What follows belongs to an exercise in optimizing a design on an open flow for small area and a short achievable clock period; a production flow would make more cautious choices. RTL that was checked went through simulation tests only; none was proved equivalent to the original. No activity file was given, so power comes from the tool's default toggle rates.

Setup of old:
// fpu16_top
module fpu16_top(
    input         aclk,
    input  [15:0] a,
    input  [15:0] b,
    input         a_valid,
    input         b_valid,
    output [15:0] add_result,
    output        add_valid,
    output [15:0] sub_result,
    output        sub_valid,
    output [15:0] mul_result,
    output        mul_valid,
    output [7:0]  cmp_result,
    output        cmp_valid
    );
For scale: about 2400 cells after synthesis, about 400 flip-flops, about 95 I/O pins.
export LEC_CHECK = 0
export ABC_AREA = 1
export CAP_MARGIN = 20
export CORE_MARGIN = 2
export CORE_UTILIZATION = 50
export CTS_CLUSTER_DIAMETER = 100
export CTS_CLUSTER_SIZE = 30
export SETUP_SLACK_MARGIN = 5.0
export SLEW_MARGIN = 20
create_clock -name core_clock -period 8.0 [get_ports {aclk}]
standard.sh (not shown) runs the stock make flow with config.mk's settings and CLKGATE_MAP_FILE= SYNTH_SCRIPT=/design/flow/synth_recipe.tcl, a recipe that flattens the netlist after the stock synthesis.
==> flow/flow/run.sh <==
#!/bin/bash
# The standard layout, with buf_2 cells as the port buffers and setup repair
# aimed at a 2.72 ns period (slack margin 5.28 ns at the 8 ns clock).
set -euo pipefail
bash standard.sh SETUP_SLACK_MARGIN=5.28 "BUFFER_PORTS_ARGS=-buffer_cell sky130_fd_sc_hd__buf_2" finish > standard.log 2>&1
old completed every stage of the flow, and the final layout passed the timing, DRC and antenna checks.
Inputs modified between old and new:
-- flow/design.v --
<<< old, line 485
    wire [32:0] q_pad = {q4, 11'b0};
    wire [6:0] q_sh = 7'd11 - l4;
    wire [32:0] q_z16 = q_sh[4] ? q_pad >> 16 : q_pad;
    wire [32:0] q_z8  = q_sh[3] ? q_z16 >> 8 : q_z16;
    wire [32:0] q_z4  = q_sh[2] ? q_z8 >> 4 : q_z8;
    wire [32:0] q_z2  = q_sh[1] ? q_z4 >> 2 : q_z4;
    wire [32:0] q_z   = q_sh[0] ? q_z2 >> 1 : q_z2;
    wire [11:0] win = q_z[21:10];
    wire [22:0] below = ~({23{1'b1}} << q_sh[4:0]);
>>> new, line 485
    wire [32:0] q_pad = {q4, 11'b0};
    wire [6:0] q_sh = 7'd11 - l4;
    wire [32:0] q_z = q_pad >> q_sh[4:0];
    wire [11:0] win = q_z[21:10];
    wire [22:0] below = ~({23{1'b1}} << q_sh[4:0]);
Findings:
- When new is measured against old, its global routing usage on met1 turns out 0.17 points higher.
- Summary of new over old: non-clock buffer count moved up, number of top-level pins level, synthesized cell count moved up.
- A top routing layer in use of met5 is what old shows, while met4 belongs to new.
- Against old, final standard cell area without fillers in new came out worse.
Only the layout flow was run in old; the RTL was not checked for function there.

========
Another version of the RTL of fpu16_top (not shown whole).
Size: roughly 95 I/O pins, about 19000 sq um of cells after synthesis.
clock: 8.0 ns
lec_check: 0
abc_area: 1
cap_margin: 20
core_margin: 2
core_utilization: 60
cts_cluster_diameter: 100
cts_cluster_size: 30
gpl_routability_driven: 0
setup_slack_margin: 5.0
slew_margin: 20
Scripts as last shown in full above: flow/flow/run.sh
The starting point finished clean.
==> next run, changes <==
--- a/flow/design.v
+++ b/flow/design.v
@@ -239,31 +239,29 @@
 module lzc12(
     input  [11:0] op,
     output [3:0]  cnt
     );
     assign cnt =
         op[11] ? 4'd0 : op[10] ? 4'd1 : op[9] ? 4'd2 : op[8] ? 4'd3 :
         op[7] ? 4'd4 : op[6] ? 4'd5 : op[5] ? 4'd6 : op[4] ? 4'd7 :
         op[3] ? 4'd8 : op[2] ? 4'd9 : op[1] ? 4'd10 : op[0] ? 4'd11 : 4'd12;
 endmodule
 module fpu_cmp_core(
     input  [15:0] a,
     input  [15:0] b,
-    output        ge,
-    output        mag_gt
+    output        ge
     );
     wire gt, eq;
     mag_cmp15 u_mag(.x(a[14:0]), .y(b[14:0]), .gt(gt), .eq(eq));
     assign ge = (a[15] ^ b[15]) ? ~a[15] : (a[15] ? ~gt : (gt | eq));
-    assign mag_gt = gt;
 endmodule
 module mag_cmp15(
     input  [14:0] x,
     input  [14:0] y,
     output        gt,
     output        eq
     );
     wire [15:0] g0 = {1'b0, x & ~y};
     wire [15:0] e0 = {1'b1, ~(x ^ y)};
     wire [7:0] g1, e1;
     wire [3:0] g2, e2;
     wire [1:0] g3, e3;
@@ -297,57 +295,60 @@
     output        sub_valid,
     output [15:0] mul_result,
     output        mul_valid,
     output [7:0]  cmp_result,
     output        cmp_valid
     );
     reg v0, v1, v2, v3, v4, v5;
     always @(posedge aclk) begin
         v0 <= a_valid & b_valid;
         v1 <= v0; v2 <= v1; v3 <= v2; v4 <= v3; v5 <= v4;
     end
     reg [15:0] a0, b0;
-    reg cmp_q, a_gt;
-    wire ge, mag_gt;
-    fpu_cmp_core u_cmp(.a(a), .b(b), .ge(ge), .mag_gt(mag_gt));
+    reg cmp_q;
+    wire ge;
+    fpu_cmp_core u_cmp(.a(a), .b(b), .ge(ge));
     always @(posedge aclk) begin
         a0 <= a;
         b0 <= b;
         cmp_q <= ge;
-        a_gt <= mag_gt;
     end
     assign cmp_result = {7'b0, cmp_q};
     assign cmp_valid = v0;
-    wire [14:0] l0 = a_gt ? a0[14:0] : b0[14:0];
-    wire [14:0] s0 = a_gt ? b0[14:0] : a0[14:0];
-    wire hl0 = |l0[14:10];
-    wire hs0 = |s0[14:10];
-    wire [4:0] d0 = {l0[14:11], l0[10] | ~hl0} - {s0[14:11], s0[10] | ~hs0};
-    wire [5:0] bn0, bo0, bt0;
-    booth_enc11 u_be(.y({hs0, s0[9:0]}), .neg(bn0), .one(bo0), .two(bt0));
+    wire a_gt, a_eq;
+    mag_cmp15 u_agt(.x(a0[14:0]), .y(b0[14:0]), .gt(a_gt), .eq(a_eq));
+    wire h_a0 = |a0[14:10];
+    wire h_b0 = |b0[14:10];
+    wire [4:0] ea0 = {a0[14:11], a0[10] | ~h_a0};
+    wire [4:0] eb0 = {b0[14:11], b0[10] | ~h_b0};
+    wire [4:0] dab = ea0 - eb0;
+    wire [4:0] dba = eb0 - ea0;
+    wire [5:0] bn_a, bo_a, bt_a, bn_b, bo_b, bt_b;
+    booth_enc11 u_bea(.y({h_a0, a0[9:0]}), .neg(bn_a), .one(bo_a), .two(bt_a));
+    booth_enc11 u_beb(.y({h_b0, b0[9:0]}), .neg(bn_b), .one(bo_b), .two(bt_b));
     reg [14:0] l1, s1;
     reg ls1, es1, fs1, hl1, hs1;
     reg [5:0] bo1, bt1;
     reg [4:0] d1;
     always @(posedge aclk) begin
-        l1  <= l0;
-        s1  <= s0;
+        l1  <= a_gt ? a0[14:0] : b0[14:0];
+        s1  <= a_gt ? b0[14:0] : a0[14:0];
         ls1 <= a_gt ? a0[15] : b0[15];
         es1 <= a0[15] ^ b0[15];
         fs1 <= a_gt ? a0[15] : ~b0[15];
-        hl1 <= hl0;
-        hs1 <= hs0;
-        bo1 <= bo0;
-        bt1 <= bt0;
-        d1  <= d0;
+        hl1 <= a_gt ? h_a0 : h_b0;
+        hs1 <= a_gt ? h_b0 : h_a0;
+        bo1 <= a_gt ? bo_b : bo_a;
+        bt1 <= a_gt ? bt_b : bt_a;
+        d1  <= a_gt ? dab : dba;
     end
     wire [4:0] le1 = {l1[14:11], l1[10] | ~hl1};
     wire [4:0] se1 = {s1[14:11], s1[10] | ~hs1};
     wire [13:0] s_ext = {hs1, s1[9:0], 3'b0};
     wire [13:0] s_shr = d1[4] ? 14'b0 : s_ext >> d1[3:0];
     wire [13:0] s_lost = d1[4] ? s_ext : s_ext & ~(14'h3fff << d1[3:0]);
     reg [14:0] l2;
     reg [13:0] sal2;
     reg ls2, es2, fs2, hl2, linf2, pani2, bz2;
     always @(posedge aclk) begin
         l2    <= l1;
         sal2  <= {s_shr[13:1], s_shr[0] | (|s_lost)};
Die area is higher by 2.5%; first-iteration DRC count is lower by 11%; worst setup slack is better by 0.037 ns; via count is higher by 3.3%; count of clock-buffer cells in the layout is higher by 1; routed wire length is higher by 3.2%; global-route usage is higher by 0.90 points; combinational power is lower by 9.3%; final cell count is higher by 3.2%; power is lower by 5.4%; non-clock buffer count is lower by 34; maximum frequency is higher by 1.4%; hold slack is better by 0.0043 ns; sequential power is lower by about 2%.
No run of this note included a check of the RTL's function; only the layout flow was run.

## static timing again, ports no longer ideal
The results above use ideal ports. As a check the final layouts listed here were re-extracted and re-timed, cells and wires unchanged. Step 1: set_driving_cell puts a clkbuf_16 on aclk and a buf_2 on each other input, an assumption about the parent block. Step 2 adds t to the input delays and takes it off the output delays; t is the mean of the earliest and latest rising clock arrival at the registers after step 1. Input paths then give back, and output paths get back, about the clock's delay inside the block. Three values: ideal ports, drivers, drivers and shift; two values: the first two.
run	t (ns)	slack for setup (ns)	latest minus earliest clock arrival (ns)	pins driven straight from the clock port
old	0.574	5.283 / 5.283 / 4.954	0.028 / 0.028	1
new	0.588	5.337 / 5.337 / 4.958	0.019 / 0.020	1
the first run of note 2	0.561	5.256 / 5.256 / 4.930	0.017 / 0.017	1
the second run of note 2	0.575	5.293 / 5.293 / 5.013	0.029 / 0.028	1
After both steps every run listed still meets setup and hold. For new, which loses most, drivers alone change the setup slack by 0.000 ns; drivers and shift together by -0.379 ns.
